This is an optimization exercise on Yosys and OpenROAD, whose aim is small area, not a production implementation. Where RTL was checked, it was by simulation tests only, not by an equivalence proof against the original. Power figures rest on the tool's default switching activity, not on a simulated workload.

run 1:
==> flow/design.v (excerpt) <==
module top(
  input clk,
  input rst,
  input ftdi_rx,
  input trigger_in,
  input gpio_in1,
  input gpio_in2,
  output gpio_out,
  output ftdi_tx,
  output led0_g,
  output led0_r,
  output led0_b,
  output led2_g,
  output led2_r,
  output led2_b,
  output led_blink,
  output led5_debug,
  output led6_debug,
  output debug_io0_14_p30,
  output led_glitch_out,
  output wire glitch_out,
  output invert_glitch_out,
  output wire reset_out
    );
Size: ~1,600 cells after synthesis, roughly 460 flip-flops, roughly 22 I/O pins, ~20,000 µm² of cells after synthesis.
Settings: LEC_CHECK=0, CAP_MARGIN=20, CORE_MARGIN=2, CORE_UTILIZATION=55, CTS_BUF_LIST=sky130_fd_sc_hd__clkbuf_4 sky130_fd_sc_hd__clkbuf_8, CTS_CLUSTER_DIAMETER=60, CTS_CLUSTER_SIZE=20, SLEW_MARGIN=20; clock period 10.0 ns.
run.sh (not shown) runs the stock make flow with config.mk's settings and CLKGATE_MAP_FILE= SYNTH_SCRIPT=/design/flow/synth_recipe.tcl, a recipe that flattens the netlist after the stock synthesis.
Run 1 did not stop at any stage, and its layout met the timing, DRC and antenna checks.
Input changes introduced in run 2 (baseline for comparison: run 1):
==> flow/config.mk <==
export PLATFORM = sky130hd
export DESIGN_NAME = top
export DESIGN_NICKNAME = top
export VERILOG_FILES = /design/flow/design.v
export SDC_FILE = /design/flow/constraint.sdc
export NUM_CORES = 4
export LEC_CHECK = 0
export CAP_MARGIN = 20
export CORE_MARGIN = 2
export CORE_UTILIZATION = 40
export SLEW_MARGIN = 20
[summary]
Die size: run 2 exceeds run 1
The maximum vdd drop number comes out lower for run 2 vs run 1.
Between run 1 and run 2, the chip height is lower for run 1.
Summary — total number of placement rows, run 2 relative to run 1: higher, by 17%.
In the flow results for run 1 and run 2, the post-synthesis to final-layout area growth is smaller on run 1.
Taking run 1 as the reference point, the global-route met2 utilization of run 2 falls by 11 points.
For run 3, these inputs were changed with respect to run 2:
diff --git a/flow/config.mk b/flow/config.mk
--- a/flow/config.mk
+++ b/flow/config.mk
@@ -6,6 +6,9 @@
 export NUM_CORES = 4
 export LEC_CHECK = 0
-export CAP_MARGIN = 20
+export CAP_MARGIN = 10
 export CORE_MARGIN = 2
-export CORE_UTILIZATION = 40
-export SLEW_MARGIN = 20
+export CORE_UTILIZATION = 65
+export CTS_BUF_LIST = sky130_fd_sc_hd__clkbuf_8
+export CTS_CLUSTER_DIAMETER = 50
+export CTS_CLUSTER_SIZE = 16
+export SLEW_MARGIN = 10
Notes after the runs:
Run 3 finished end to end and its layout was clean on timing, DRC and antenna.
[compare] base=run 2 new=run 3: worst clock skew increased by 0.015 ns relative to the old numbers, area added between synthesis and finish decreased by 5.7 points relative to the old numbers.
Between run 2 and run 3, portion of total power attributed to the clock network is higher for run 2, run 3 comes in under that.

* * *

Setup of the baseline:
top, a different RTL version from the one above (not shown whole).
Size: about 1600 cells after synthesis, roughly 460 flip-flops, ~22 I/O pins.
clock: 10.0 ns
lec_check: 0
cap_margin: 0
core_margin: 2
core_utilization: 60
cts_buf_list: sky130_fd_sc_hd__clkbuf_4
slew_margin: 0
[flow] the baseline | stages: complete | final checks: fail | reason: setup timing
Input changes introduced in the candidate (baseline for comparison: the baseline):
Settings: a change of CORE_UTILIZATION from 60 to 40; a change of SLEW_MARGIN from 0 to 20; a change of CAP_MARGIN from 0 to 20; a deleted CTS_BUF_LIST that had been sky130_fd_sc_hd__clkbuf_4.
==> comparison <==
[the candidate] worst hold slack rose 0.0034 ns relative to the baseline. Relative to the baseline, the switching power summed over all nets measured on the candidate has decreased slightly. Combinational cell power, the candidate vs the baseline: up by a few percent. Going from the baseline to the candidate, pin count of the biggest net entering global routing shrank by more than a quarter. STATUS run=the candidate STAGES=ALL_DONE FINAL_CHECKS=FAILED CAUSE=setup timing. Finished, but not clean: the baseline, with setup timing. Routed wire in the candidate totals more than in the baseline.
No functional check of the RTL was part of any run of this note.

* * *

top, a different RTL version from the one above (not shown whole).
Size: roughly 1,600 cells after synthesis, ~470 flip-flops, about 19,000 um2 of cells after synthesis.
make LEC_CHECK=0 CAP_MARGIN=10 CORE_MARGIN=2 CORE_UTILIZATION=65 CTS_BUF_LIST=sky130_fd_sc_hd__clkbuf_16 CTS_CLUSTER_DIAMETER=60 CTS_CLUSTER_SIZE=30 SLEW_MARGIN=10 finish   # period 10.0 ns
The starting point completed with no timing, DRC or antenna violations.
Next try:
Settings changed: CORE_UTILIZATION 65 to 78, CTS_BUF_LIST sky130_fd_sc_hd__clkbuf_16 to sky130_fd_sc_hd__clkbuf_4 sky130_fd_sc_hd__clkbuf_8, CTS_CLUSTER_DIAMETER 60 to 40, CTS_CLUSTER_SIZE 30 to 14.
Outcome: The new run completed with no timing, DRC or antenna violations. Cell count came out lower slightly. Wire length is higher by a few percent. Clock power stays flat. Hold slack gets better by 21 ps. Worst setup slack got worse by 120 ps. Utilization grows by 15 points. Global-route usage came out higher by 6.2 points.
Next try:
==> flow/flow/run.sh (new file) <==
#!/bin/bash
# The standard layout, except that synthesis maps the logic with the ABC
# script in flow/abc_map.script (an area-leaning mapping) in place of
# ORFS's abc_speed.script. Everything else, registers included, is as the
# standard synthesis makes it. Logs: synth.log and layout.log here, and
# ORFS's own logs under orfs/logs.
set -euo pipefail
WORK=$PWD
rm -rf "$WORK/alt_scripts"
cp -r "$FLOW_HOME/scripts" "$WORK/alt_scripts"
cp "$WORK/flow/abc_map.script" "$WORK/alt_scripts/abc_speed.script"
bash "$WORK/standard.sh" SCRIPTS_DIR="$WORK/alt_scripts" synth > "$WORK/synth.log" 2>&1
bash "$WORK/standard.sh" > "$WORK/layout.log" 2>&1
==> flow/flow/abc_map.script (new file) <==
strash
ifraig
scorr
dc2
dretime
strash
&get -n
&dch -f
&nf
&put
strash
&get -n
&dch -f
&nf
&put
==> flow/standard.sh (new file) <==
#!/bin/bash
# synth_recipe.tcl (not shown) runs the flow's synth.tcl, then flattens the netlist and writes it again
# the make line also repeats each setting of config.mk as NAME=value (left out here)
make -C /OpenROAD-flow-scripts/flow DESIGN_CONFIG=/design/flow/config.mk WORK_HOME=/design/flow/orfs CLKGATE_MAP_FILE= SYNTH_SCRIPT=/design/flow/synth_recipe.tcl "${@:-finish}"
Settings changed: CORE_UTILIZATION 78 to 65, CTS_BUF_LIST sky130_fd_sc_hd__clkbuf_4 sky130_fd_sc_hd__clkbuf_8 to sky130_fd_sc_hd__clkbuf_8, CTS_CLUSTER_DIAMETER 40 to 50, CTS_CLUSTER_SIZE 14 to 16.
removed: flow/run.sh
Outcome: The changed run went through all stages and came out clean; total power drops by about 6%; setup slack gets worse by 66 ps; via count fell by 3.6%; final cell count came out higher by 2.1%; global-route usage fell by 5.9 points; worst hold slack got worse by 11 ps; die area rose by about 17%; final area decreases by 0.68%; maximum frequency fell by 0.69%.
Next try:
==> flow/run.sh (new file) <==
#!/bin/bash
# synth_recipe.tcl (not shown) runs the flow's synth.tcl, then flattens the netlist and writes it again
# the make line also repeats each setting of config.mk as NAME=value (left out here)
make -C /OpenROAD-flow-scripts/flow DESIGN_CONFIG=/design/flow/config.mk WORK_HOME=/design/flow/orfs CLKGATE_MAP_FILE= SYNTH_SCRIPT=/design/flow/synth_recipe.tcl finish
Settings changed: CORE_UTILIZATION 65 to 86.
removed: flow/flow/run.sh
removed: flow/flow/abc_map.script
removed: flow/standard.sh
Routed wire length rose by 18%.
Final cell count fell by 5.5%.
Design area fell by 1.8%.
Critical path depth fell by 9.
Clock-buffer cell count fell by 6.
Synthesized cell count rose by 5.0%.
Total power fell by 4.2%.
Sequential cell count does not change.
Die area fell by 22%.
Worst hold slack stays flat.
Area after synthesis rose by 2.2%.
Next try:
Settings changed: CORE_UTILIZATION 86 to 78, GPL_TIMING_DRIVEN set to 0.
The new run ran to the end with no violations; non-clock buffer count goes up by 61; total power goes up by 3.4%; core utilization goes down by 6.6 points; die area goes up by 10%; cell count goes up by 5.6%; wire length goes down by 7.3%; synthesized cell count is unchanged.

re-timing with driven ports:
How much do the figures lean on ideal ports? The routed layouts below were timed once more, with nothing changed but the port constraints.
Step 1, drivers: a clkbuf_16 drives clk and a buf_2 each remaining input, both assumed.
Step 2 times the ports against the registers' clock, not the clock port: input delays grow and output delays shrink by t, the midpoint of the rising clock arrivals with the driver on.
Slacks: no drivers / after step 1 / after step 2; pairs: no drivers / after step 1.
run	t, ns	setup WS [ns]	clock arrival spread, ns	slew at the worst register clock pin (ns)	pins driven straight from the clock port
run 1	0.621	0.696 / 0.715 / 0.094	0.028 / 0.029	0.12 / 0.12	1
run 2	0.637	0.583 / 0.583 / 0.140	0.019 / 0.020	0.06 / 0.06	1
run 3	0.618	0.566 / 0.566 / 0.047	0.034 / 0.034	0.10 / 0.10	1
the baseline	0.846	-0.915 / -0.915 / -0.915	0.073 / 0.073	0.08 / 0.08	1
the candidate	0.621	-0.879 / -0.879 / -0.879	0.015 / 0.015	0.06 / 0.06	1
the first run of note 3	0.570	0.624 / 0.650 / 0.081	0.017 / 0.017	0.09 / 0.09	1
the second run of note 3	0.635	0.501 / 0.501 / -0.068	0.040 / 0.041	0.10 / 0.10	1
the third run of note 3	0.623	0.434 / 0.434 / 0.080	0.031 / 0.031	0.10 / 0.10	1
the fourth run of note 3	0.620	0.348 / 0.373 / -0.247	0.055 / 0.056	0.11 / 0.11	1
the fifth run of note 3	0.616	0.268 / 0.292 / -0.324	0.036 / 0.036	0.11 / 0.11	1
With both steps, setup timing fails in the second run of note 3, the fourth run of note 3 and the fifth run of note 3, where it was met with ideal ports. For run 1, which loses most, drivers alone change the setup slack by +0.019 ns; drivers and shift together by -0.602 ns.
